From an optimization exercise on the open Yosys and OpenROAD flow, aimed at small area, a short achievable clock period and few clock cycles per item; shortcuts taken in it are not production practice.
The RTL was checked by simulation tests, not by an equivalence proof against the original design.

==> flow/design.v, too long to show whole: its modules and the start of the top module <==
// module fbindct_8bit: 1180 lines
// module fbd_fa: 10 lines
module fbindct_8bit #(
  parameter IN_WIDTH = 8,
  parameter INT_BITS = 6,
  parameter FRAC_BITS = 6,
  parameter INTER_WIDTH = IN_WIDTH + INT_BITS + FRAC_BITS,
  parameter OUT_WIDTH = 20
)(
  input                                        clk,
  input                                        rst,
  input signed [8*IN_WIDTH-1:0]                x_in,
  input                                        ready_in,
  input                                        load,
  output                                       valid_out,
  output signed [8*OUT_WIDTH-1:0]              y_out
);
  // ...
==> flow/flow/run.sh <==
#!/bin/bash
# The standard layout, with plain buf_1 cells as the port buffers instead of the
# delay buffers buffer_ports picks by default. Every port still gets its buffer.
set -euo pipefail
bash standard.sh "BUFFER_PORTS_ARGS=-buffer_cell sky130_fd_sc_hd__buf_1" finish > standard_flow.log 2>&1
==> flow/standard.sh <==
#!/bin/bash
# synth_recipe.tcl (not shown) runs the flow's synth.tcl, then flattens the netlist and writes it again
# the make line also repeats each setting of config.mk as NAME=value (left out here)
make -C /OpenROAD-flow-scripts/flow DESIGN_CONFIG=/design/flow/config.mk WORK_HOME=/design/flow/orfs CLKGATE_MAP_FILE= SYNTH_SCRIPT=/design/flow/synth_recipe.tcl "${@:-finish}"
==> flow/config.mk <==
export PLATFORM = sky130hd
export DESIGN_NAME = fbindct_8bit
export DESIGN_NICKNAME = fbindct_8bit
export VERILOG_FILES = /design/flow/design.v
export SDC_FILE = /design/flow/constraint.sdc
export NUM_CORES = 4
export LEC_CHECK = 0
export CAP_MARGIN = 20
export CORE_MARGIN = 2
export CORE_UTILIZATION = 40
export SLEW_MARGIN = 20
export SYNTH_HIERARCHICAL = 1
==> flow/constraint.sdc <==
create_clock -name core_clock -period 10.0 [get_ports {clk}]
set_input_delay 2.0000 -clock core_clock [delete_from_list [all_inputs] [get_ports {clk}]]
set_output_delay 2.0000 -clock core_clock [all_outputs]
set_load 0.01 [all_outputs]
==> impl_metrics.env, run 1 <==
export IMPL_regToRegEndpoint="vld$_SDFFE_PP0P_"
export IMPL_dieHeight_um=187
export IMPL_cts_hold_buf=0
export IMPL_io_buffers=206
export IMPL_route_met2_wl_mm=13.5
export IMPL_finalHoldViolCount=0
export IMPL_status="finished clean"
export IMPL_tns_ns=0
export IMPL_register_area_um2=2390
export IMPL_detail_route_wl_per_cell_um=15.1
export IMPL_synth_top_family_by_area="adder cells"
export IMPL_grt_use_met3=0.0318
export IMPL_rrSetupSlack_ns=9.42
export IMPL_path_class="reg -> out"
export IMPL_cp_max_fo=5
export IMPL_largest_reg_flops=13
export IMPL_instances_no_fill=1858
export IMPL_muxShareOfSynthArea=0.00159
export IMPL_clk_pin_slew_ns=0.07
export IMPL_grt_overflow=0
export IMPL_hold_depth=2
Testbench counts, summed over its fixed seeds: cycles 4,096, rows 2,048.
==> run 2: changes to the inputs <==
--- a/flow/config.mk
+++ b/flow/config.mk
@@ -8,5 +8,6 @@
 export CAP_MARGIN = 20
 export CORE_MARGIN = 2
-export CORE_UTILIZATION = 40
+export CORE_UTILIZATION = 65
+export PLACE_DENSITY = 0.8
 export SLEW_MARGIN = 20
 export SYNTH_HIERARCHICAL = 1
==> run 2 against run 1 <==
Against the previous run: still clean on timing, DRC and antenna; die area is 38% lower; utilization is 26 points higher; non-clock buffer count is 1 lower; sequential share of layout area is 0.36 points higher; critical endpoint unchanged; highest routed layer unchanged.
==> impl_metrics.env, run 2 <==
export IMPL_drive_gt1_frac=0.0206
export IMPL_rrSetupSlack_ns=9.41
export IMPL_worstReg2RegStart="vld$_SDFFE_PP0P_"
export IMPL_io_buffers=206
export IMPL_cts_resized_gates=0
export IMPL_synth_top_cell_area_share=0.303
export IMPL_grt_max_degree=81
export IMPL_finalHoldViolCount=0
export IMPL_ys_ff_latch=80
export IMPL_remaining_drc_errors=0
export IMPL_synthCells=1233
export IMPL_cpPeakStageDelay_ns=0.53
export IMPL_worst_slew_pin_slew_ns=1.05
export IMPL_core_um2=20200
export IMPL_synth_cell_type_count=47
export IMPL_path_class="reg -> out"
export IMPL_tns_ns=0
export IMPL_cp_max_fo=5
export IMPL_synth_area_leaders="fa_1 30%, ha_1 22%, edfxtp_1 18%"
export IMPL_wl_mm=26.4
export IMPL_nNetsFinal=1906
export IMPL_path_cells="fa_1, fa_1, fa_1, ha_1, a21oi_1, nor2_1, a211oi_1, a211o_1, nand2_1, fa_1, xor2_1, buf_1"
export IMPL_synth_main_ff_cell="edfxtp_1"
export IMPL_placed_cells=1664
export IMPL_fillerInstances=1536
export IMPL_grt_pass1_wl_mm=43.3
export IMPL_cts_hold_buf=0
export IMPL_first_pass_iters=5
export IMPL_ant_nets=0
export IMPL_syn_avg_cell_area_um2=10.8
export IMPL_via_per_inst=5.16
export IMPL_hp_class="reg -> reg"
export IMPL_cp_num_buf_inv=1
export IMPL_die_w_um=147
export IMPL_min_to="vld$_SDFFE_PP0P_"
export IMPL_cts_tree="built"
export IMPL_status="finished clean"
export IMPL_grt_use_total=0.254
export IMPL_crit_path_start_kind="flip-flop"
export IMPL_clk_latency_ns=0.34
export IMPL_vias=8675
export IMPL_layout_common_cells="284 x inv_1, 231 x ha_1, 205 x buf_1, 202 x fa_1, 79 x edfxtp_1"
export IMPL_synth_area_leader_cell="fa_1"
export IMPL_dieHeight_um=147
export IMPL_num_rows=52
export IMPL_critical_path_top_delay_family="adder cells"
export IMPL_cts_root_buf="clkbuf_16"
export IMPL_period_share=0.636
export IMPL_rsz0062_at_grt="false"
export IMPL_synth_warnings=7
export IMPL_initialDrtViolationCount=368
export IMPL_cp_end_kind="output pin"
export IMPL_required_ns=8.00
export IMPL_place_gp_congestion=0.891
export IMPL_crit_top_cell="fa_1"
export IMPL_layout_commonest_cell="inv_1"
export IMPL_clk_pin_slew_ns=0.06
export IMPL_drv_slew=0
export IMPL_async_flop_share=0
export IMPL_setup_viol_count_final=0
export IMPL_slowest_stage="fa_1"
export IMPL_skew_ns=0
export IMPL_top_register="u_n"
export IMPL_slew_headroom=0.303
export IMPL_hold_depth=2
export IMPL_clock_sinks=80
export IMPL_antenna_found_initial=2
export IMPL_grt_overflow=0
export IMPL_cts_setup_buffers=0
export IMPL_ys_top_cells_by_count="284 x inv_1, 231 x ha_1, 202 x fa_1"
export IMPL_detail_route_wl_per_cell_um=15.7
export IMPL_min_from="vld$_SDFFE_PP0P_"
export IMPL_synthToLayoutAreaGrowth_pct=7.42
export IMPL_period_minus_slack_ns=6.36
export IMPL_regToRegEndpoint="vld$_SDFFE_PP0P_"
export IMPL_dp_hpwl_mm=23.3
export IMPL_h_tree_depth=3
export IMPL_arrival_ns=4.36
export IMPL_instances_no_fill=1681
export IMPL_dieArea_um2=21700
export IMPL_max_freq_mhz=157
export IMPL_io_pins=229
export IMPL_drv_cap=0
export IMPL_largest_reg_flops=13
export IMPL_ff2ff_path_depth=2
export IMPL_ys_seq_area_frac=0.179
export IMPL_netlist_area_um2=13400
export IMPL_synth_edff_count=79
export IMPL_yosysMostFrequentCell="inv_1"
export IMPL_start_util=0.660
export IMPL_clock_path_buffers=2
export IMPL_cts_buffers=9
export IMPL_grt_pass1_vias=9123
## run 2: cell counts after synthesis
Identical to the previous run, type by type.
## run 2: layer usage
| layer | up-vias | global-route usage | share of wire |
|---|---|---|---|
| met5 | - | 0 | 0.00061 |
| met3 | 32 | 0.0417 | 0.049 |
| met1 | 4239 | 0.348 | 0.44 |
| met2 | 213 | 0.431 | 0.49 |
| li1 | 4189 | - | - |
| met4 | 2 | 0.0577 | 0.017 |
## run 2: worst max-delay path by stage
| stage | from | endpoint | slack, ns | cells after the start |
|---|---|---|---|---|
| 5_1_grt | u_n[4]$_DFFE_PP_ | y_out[115] | 3.40 | 12 |
| 2_1_floorplan | x_in[16] | u_n[10]$_DFFE_PP_ | 3.96 | 16 |
| 6_report | u_n[4]$_DFFE_PP_ | y_out[115] | 3.64 | 12 |
| 4_1_cts | u_n[4]$_DFFE_PP_ | y_out[115] | 3.61 | 12 |
| 3_3_place_gp | x_in[16] | u_n[11]$_DFFE_PP_ | 3.50 | 18 |
| 3_5_place_dp | x_in[16] | u_n[10]$_DFFE_PP_ | 3.42 | 17 |
## run 2: layout make-up
cell class	instances	area, µm²	share of cell area
Tap cell	270	338	0.0235
Clock buffer	12	236	0.0165
Multi-Input combinational cell	824	9520	0.663
Antenna cell	1	2.50	0.000174
Inverter	284	1070	0.0743
Clock inverter	4	21.3	0.00148
Sequential cell	80	2390	0.167
Timing Repair Buffer	206	777	0.0541
## run 2: logic make-up (layout without fill, tap and decap cells)
group	Yosys count	in the layout	share of synthesized area
AO/OA/AOI/OAI	182	182	0.0919
XOR/XNOR	98	98	0.0642
adder cells (fa/ha/maj)	433	433	0.519
buffers and inverters	350	506	0.114
flip-flops	80	80	0.179
multiplexers	2	2	0.00159
other	1	23	0.000281
AND/OR/NAND/NOR	87	87	0.0296
## run 2: per-module statistics from Yosys, one instance, submodules excluded
module,times used,cells inside
fbindct_8bit,1,1144
fbd_fa,89,1
## run 2: per-stage QoR
stage | hold WS, ns | utilization | setup WS (ns) | cell area [µm²]
floorplan | 0.521 | - | 3.96 | 13400
global placement | 0.467 | 0.696 | 3.50 | 14100
detailed placement | 0.513 | 0.696 | 3.42 | 14100
CTS | 0.525 | 0.709 | 3.61 | 14400
global route | 0.576 | 0.709 | 3.40 | 14400
finish | 0.512 | 0.709 | 3.64 | 14400
## run 2: worst reg2reg max path, cell delays in order (launching register included)
cell     delay [ns]
dfxtp_1        0.31
a21oi_1        0.12
nor2_1         0.06
==> run 3: changes to the inputs <==
--- a/flow/config.mk
+++ b/flow/config.mk
@@ -6,8 +6,8 @@
 export NUM_CORES = 4
 export LEC_CHECK = 0
+export ABC_AREA = 1
 export CAP_MARGIN = 20
 export CORE_MARGIN = 2
-export CORE_UTILIZATION = 65
-export PLACE_DENSITY = 0.8
+export CORE_UTILIZATION = 40
 export SLEW_MARGIN = 20
 export SYNTH_HIERARCHICAL = 1
==> run 3 against run 2 <==
Against the previous run: maximum frequency grew 5.0%; count of clock-buffer cells in the layout shrank 2; critical path depth grew 3; hold slack gained 0.020 ns; worst setup slack gained 0.30 ns; critical path type unchanged.
==> impl_metrics.env, run 3 <==
export IMPL_status="finished clean"
export IMPL_muxShareOfSynthArea=0
export IMPL_synthSimpleGateAreaFrac=0.0644
export IMPL_cts_tree="built"
export IMPL_dieHeight_um=189
export IMPL_synthToLayoutAreaGrowth_pct=8.90
export IMPL_ys_seq_area_frac=0.174
export IMPL_wl_mm=30.2
export IMPL_hp_class="reg -> reg"
export IMPL_synth_compound_area_share=0.0662
export IMPL_h_tree_depth=3
export IMPL_largest_reg_flops=13
export IMPL_fillerInstances=3259
export IMPL_syn_avg_cell_area_um2=10.2
export IMPL_cts_resized_gates=0
export IMPL_synth_cell_type_count=41
export IMPL_yosysMostFrequentCell="inv_1"
export IMPL_skew_ns=0
export IMPL_async_flop_share=0
export IMPL_synth_xor_xnor_area_share=0.0626
export IMPL_synth_edff_count=79
export IMPL_grt_pass1_vias=9594
export IMPL_top_register="u_n"
export IMPL_start_util=0.408
export IMPL_grt_use_met3=0.0261
export IMPL_dieArea_um2=35800
export IMPL_drive_gt1_frac=0.0334
export IMPL_synthAdderAreaFrac=0.506
export IMPL_cp_max_fo=8
export IMPL_synth_area_leaders="fa_1 29%, ha_1 21%, edfxtp_1 17%"
export IMPL_grt_overflow=0
export IMPL_synthCells=1350
export IMPL_clk_latency_ns=0.35
export IMPL_netlist_area_um2=13700
export IMPL_cts_hold_buf=0
export IMPL_slew_headroom=0.384
export IMPL_ys_top_cells_by_count="316 x inv_1, 231 x ha_1, 202 x fa_1"
export IMPL_num_rows=67
export IMPL_clock_path_buffers=2
export IMPL_drv_slew=0
export IMPL_detail_route_wl_per_cell_um=15.3
export IMPL_die_w_um=189
export IMPL_io_buffers=206
export IMPL_crit_path_start_kind="flip-flop"
export IMPL_vias=9085
export IMPL_layout_commonest_cell="inv_1"
export IMPL_dp_hpwl_mm=26.8
export IMPL_max_freq_mhz=165
export IMPL_grt_max_degree=70
export IMPL_gr_usage_met2=0.302
export IMPL_ant_nets=0
export IMPL_cts_buffers=9
export IMPL_cts_root_buf="clkbuf_16"
export IMPL_antenna_found_initial=4
export IMPL_layout_common_cells="316 x inv_1, 231 x ha_1, 205 x buf_1, 202 x fa_1, 111 x nand2_1"
export IMPL_cts_setup_buffers=0
export IMPL_setup_viol_count_final=0
export IMPL_finalHoldViolCount=0
export IMPL_period_share=0.606
export IMPL_synth_warnings=7
export IMPL_nNetsFinal=2021
export IMPL_tns_ns=0
export IMPL_worst_slew_pin_slew_ns=0.924
export IMPL_core_um2=33600
export IMPL_synth_top_family_by_area="adder cells"
export IMPL_initialDrtViolationCount=301
export IMPL_clock_sinks=80
export IMPL_synth_main_ff_cell="edfxtp_1"
export IMPL_clk_pin_slew_ns=0.06
export IMPL_grt_pass1_wl_mm=49.6
export IMPL_place_gp_congestion=0.873
export IMPL_busiest_layer="met2"
export IMPL_cp_end_kind="output pin"
export IMPL_period_minus_slack_ns=6.06
export IMPL_drv_cap=0
export IMPL_via_per_inst=4.60
export IMPL_arrival_ns=4.06
export IMPL_grt_use_met1=0.246
export IMPL_grt_use_total=0.178
export IMPL_first_pass_iters=4
export IMPL_rsz0062_at_grt="false"
export IMPL_remaining_drc_errors=0
export IMPL_whs_ns=0.532
export IMPL_required_ns=8.00
export IMPL_ys_ff_latch=80
export IMPL_synth_area_leader_cell="fa_1"
export IMPL_synth_top_cell_area_share=0.295
export IMPL_path_class="reg -> out"
export IMPL_io_pins=229
-- run 3: changes by cell type after synthesis, sizes merged, moves of 10 or more --
cell,delta
a21o,-10
buf,+10
inv,+44
nand2,+96
nand3,+27
nand4,+10
o21ai,-12
-- run 3: critical path, cell delays in order, from the launching register on --
cell,delay [ns]
edfxtp_1,0.58
inv_1,0.12
fa_1,0.46
fa_1,0.51
fa_1,0.41
ha_1,0.33
a21o_1,0.20
nand3_1,0.06
nand2_1,0.05
inv_1,0.05
nand2_1,0.11
nand3_1,0.09
nand2_1,0.06
fa_1,0.37
xor2_1,0.15
buf_1,0.17
-- run 3: kinds of logic after synthesis --
logic type,Yosys count
AOI/OAI and AO/OA,136
and+or+nand+nor,204
buffers and inverters,398
xor gates and xnor gates,98
adders and majority gates,433
DFF,80
other,1
-- run 3: layout make-up --
class / count / area [µm²] / area share
clock buffer: 10 / 229 / 0.0153
tap: 448 / 561 / 0.0375
antenna: 2 / 5.00 / 0.000335
multi-input combinational: 893 / 9670 / 0.647
sequential: 80 / 2390 / 0.160
inverter: 329 / 1230 / 0.0827
clock inverter: 6 / 58.8 / 0.00394
timing repair buffer: 207 / 785 / 0.0525
-- run 3: layer usage --
| metal | share of wire | vias to the layer above | wire (µm) |
|---|---|---|---|
| li1 | - | 4470 | - |
| met1 | 0.47 | 4390 | 14200 |
| met2 | 0.47 | 205 | 14200 |
| met3 | 0.048 | 16 | 1440 |
| met4 | 0.0087 | 4 | 264 |
| met5 | 0.00089 | - | 27 |
-- run 3: worst paths after layout --
kind                                        from          endpoint  slack (ns)  cells after the start
worst max-delay path            c3h[2]$_DFFE_PP_         y_out[55]        3.94                     15
worst min-delay path            vld$_SDFFE_PP0P_  vld$_SDFFE_PP0P_        0.53                      2
worst max register to register  vld$_SDFFE_PP0P_  vld$_SDFFE_PP0P_        9.39                      2
worst min register to register  vld$_SDFFE_PP0P_  vld$_SDFFE_PP0P_        0.53                      2
-- run 3: through the flow --
stage / instances / util / area, µm² / setup slack [ns]
detailed placement: 1957 / 0.435 / 14600 / 3.79
CTS: 1973 / 0.444 / 14900 / 3.89
finish: 1975 / 0.444 / 14900 / 3.94
global route: 1973 / 0.444 / 14900 / 3.68
floorplan: 1371 / - / 13800 / 4.26
global placement: 1957 / 0.435 / 14600 / 3.84
-- run 3: Yosys stat by module (local to each module, per instance) --
module,flip-flops and latches,cells
fbd_fa,0,1
fbindct_8bit,80,1261
==> run 4: changes to the inputs <==
--- a/flow/config.mk
+++ b/flow/config.mk
@@ -10,4 +10,5 @@
 export CORE_MARGIN = 2
 export CORE_UTILIZATION = 40
+export CTS_BUF_LIST = sky130_fd_sc_hd__clkbuf_4 sky130_fd_sc_hd__clkbuf_8
 export SLEW_MARGIN = 20
 export SYNTH_HIERARCHICAL = 1
==> run 4 against run 3 <==
Against the previous run: still clean on timing, DRC and antenna; via count up 0.24%; global-route usage hardly changed; sequential cell count stayed put; cell count hardly changed; area after synthesis unchanged; design area down 0.67%; clock skew unchanged; register-to-register slack barely moved; maximum frequency is 0.70% lower; count of clock-buffer cells in the layout unchanged; non-clock buffer count stayed put; highest routed layer unchanged.
==> impl_metrics.env, run 4 <==
export IMPL_clk_pin_slew_ns=0.09
export IMPL_min_to="vld$_SDFFE_PP0P_"
export IMPL_cts_hold_buf=0
export IMPL_crit_top_cell="fa_1"
export IMPL_clock_path_buffers=2
export IMPL_grt_overflow=0
export IMPL_place_area_um2=14600
export IMPL_ys_seq_area_frac=0.174
export IMPL_cp_max_fo=8
export IMPL_synthCells=1350
export IMPL_initialDrtViolationCount=301
export IMPL_async_flop_share=0
export IMPL_via_per_inst=4.61
export IMPL_io_pins=229
export IMPL_grt_pass1_wl_mm=49.6
export IMPL_remaining_drc_errors=0
export IMPL_nNetsFinal=2021
export IMPL_drv_cap=0
export IMPL_largest_reg_flops=13
export IMPL_die_w_um=189
export IMPL_min_from="vld$_SDFFE_PP0P_"
export IMPL_vias=9107
export IMPL_rrSetupSlack_ns=9.39
export IMPL_period_minus_slack_ns=6.10
export IMPL_rsz0062_at_grt="false"
export IMPL_instances_no_fill=1974
export IMPL_synth_area_leaders="fa_1 29%, ha_1 21%, edfxtp_1 17%"
export IMPL_detail_route_wl_per_cell_um=15.3
export IMPL_core_um2=33600
export IMPL_start_util=0.408
export IMPL_ys_ff_latch=80
export IMPL_netlist_area_um2=13700
export IMPL_ys_top_cells_by_count="316 x inv_1, 231 x ha_1, 202 x fa_1"
export IMPL_skew_ns=0
export IMPL_cts_resized_gates=0
export IMPL_layout_commonest_cell="inv_1"
export IMPL_syn_avg_cell_area_um2=10.2
export IMPL_dp_hpwl_mm=26.8
export IMPL_first_pass_iters=6
export IMPL_placed_cells=1957
export IMPL_period_share=0.610
export IMPL_path_cells="inv_1, fa_1, fa_1, fa_1, ha_1, a21o_1, nand3_1, nand2_1, inv_1, nand2_1, nand3_1, nand2_1, fa_1, xor2_1, buf_1"
export IMPL_ant_nets=0
export IMPL_antenna_found_initial=4
export IMPL_finalHoldViolCount=0
export IMPL_synth_top_cell_area_share=0.295
export IMPL_synth_warnings=7
export IMPL_status="finished clean"
export IMPL_synth_main_ff_cell="edfxtp_1"
export IMPL_worst_slew_pin_slew_ns=0.933
export IMPL_synth_cell_type_count=41
export IMPL_synth_area_leader_cell="fa_1"
export IMPL_slowest_stage="edfxtp_1"
export IMPL_hp_class="reg -> reg"
export IMPL_clk_latency_ns=0.37
export IMPL_clock_sinks=80
export IMPL_io_buffers=206
export IMPL_slew_headroom=0.378
export IMPL_cts_setup_buffers=0
export IMPL_place_gp_congestion=0.873
export IMPL_synthToLayoutAreaGrowth_pct=8.17
export IMPL_cts_buffers=9
export IMPL_drive_gt1_frac=0.0341
export IMPL_grt_pass1_vias=9608
export IMPL_worstReg2RegStart="vld$_SDFFE_PP0P_"
export IMPL_fillerInstances=3272
export IMPL_grt_max_degree=70
export IMPL_cts_tree="built"
export IMPL_synth_edff_count=79
export IMPL_max_freq_mhz=164
export IMPL_regToRegEndpoint="vld$_SDFFE_PP0P_"
export IMPL_setup_viol_count_final=0
export IMPL_dieHeight_um=189
export IMPL_cts_root_buf="clkbuf_8"
export IMPL_cpPeakStageDelay_ns=0.59
export IMPL_ff2ff_path_depth=2
export IMPL_dieArea_um2=35800
export IMPL_required_ns=8.00
export IMPL_final_cell_area_um2=14800
export IMPL_num_rows=67
export IMPL_yosysMostFrequentCell="inv_1"
export IMPL_grt_use_total=0.178
export IMPL_hold_depth=2
export IMPL_layout_common_cells="316 x inv_1, 231 x ha_1, 205 x buf_1, 202 x fa_1, 111 x nand2_1"
export IMPL_tns_ns=0
export IMPL_crit_path_start_kind="flip-flop"
export IMPL_cp_end_kind="output pin"
export IMPL_arrival_ns=4.10
export IMPL_top_register="u_n"
export IMPL_drv_slew=0
export IMPL_path_class="reg -> out"
export IMPL_h_tree_depth=3
export IMPL_wl_mm=30.2
run 4: cell counts after synthesis:
No cell type changed its count.
run 4: cell type report:
type | instances | area [µm²] | area share
Sequential cell | 80 | 2390 | 0.161
Inverter | 329 | 1230 | 0.0833
Timing Repair Buffer | 207 | 785 | 0.0529
Clock buffer | 10 | 131 | 0.00886
Antenna cell | 1 | 2.50 | 0.000169
Multi-Input combinational cell | 893 | 9670 | 0.652
Tap cell | 448 | 561 | 0.0378
Clock inverter | 6 | 58.8 | 0.00396
run 4: cell families after synthesis:
group / Yosys count / synth area share
flip-flops: 80 / 0.174
adder cells (fa/ha/maj): 433 / 0.506
buffers and inverters: 398 / 0.126
AO/OA/AOI/OAI: 136 / 0.0662
other: 1 / 0.000273
AND/OR/NAND/NOR: 204 / 0.0644
XOR/XNOR: 98 / 0.0626
run 4: how the worst max path moves through the flow:
stage,from,to,slack [ns],cells after the start
final,c3h[2]$_DFFE_PP_,y_out[55],3.90,15
after global routing,c3h[2]$_DFFE_PP_,y_out[55],3.63,15
after CTS,c3h[2]$_DFFE_PP_,y_out[55],3.85,15
after detailed placement,x_in[16],u_n[11]$_DFFE_PP_,3.79,20
after global placement,x_in[16],u_n[11]$_DFFE_PP_,3.84,20
after floorplan,x_in[16],u_n[11]$_DFFE_PP_,4.26,19
run 4: critical path: cells and delay by family, from the launching register on:
family          cells  cell delay (ns)
fa+ha+maj           5             2.08
flops               1             0.59
simple gates        5             0.37
buf+inv             3             0.34
compound gates      1             0.20
xor+xnor            1             0.15
run 4: Yosys stat by module, one instance, submodules excluded:
module        area (µm²)  flops+latches  cells inside
fbd_fa              20.0              0             1
fbindct_8bit       11900             80          1261
run 4: metal layers:
layer | wire length (µm) | GRT usage | up-vias
met4 | 332 | 0.0297 | 6
li1 | - | - | 4467
met2 | 14200 | 0.303 | 203
met3 | 1440 | 0.0239 | 24
met1 | 14200 | 0.246 | 4407
met5 | 41 | 0 | -
run 4: metrics by stage:
step | hold WS, ns | setup WS, ns | util
floorplan | 0.524 | 4.26 | -
global placement | 0.478 | 3.84 | 0.435
detailed placement | 0.537 | 3.79 | 0.435
CTS | 0.560 | 3.85 | 0.441
global route | 0.608 | 3.63 | 0.441
finish | 0.540 | 3.90 | 0.441

-- port drivers added, routing unchanged --
No port has a modelled driver above. Below, the same layouts with a new extraction and two added sets of constraints.
Step 1 sets driving cells, clkbuf_16 on the clock port and buf_2 on the other inputs (assumed; they add their load-dependent delay and slew).
Step 2, shift: input delay + t, output delay - t, t = (earliest + latest rising clock arrival at the registers) / 2. This alone moves slack from input paths to output paths.
Slacks: no drivers / after step 1 / after step 2; pairs: no drivers / after step 1.
run	t (ns)	slack for setup (ns)	worst data-port slew with drivers (ns)
run 1	0.391	3.672 / 3.626 / 3.421	0.12
run 2	0.383	3.641 / 3.599 / 3.397	0.07
run 3	0.389	3.942 / 3.896 / 3.826	0.09
run 4	0.411	3.899 / 3.857 / 3.798	0.09
After both steps setup and hold are still met in every run listed. For run 1, which loses most, drivers alone change the setup slack by -0.046 ns; drivers and shift together by -0.251 ns.
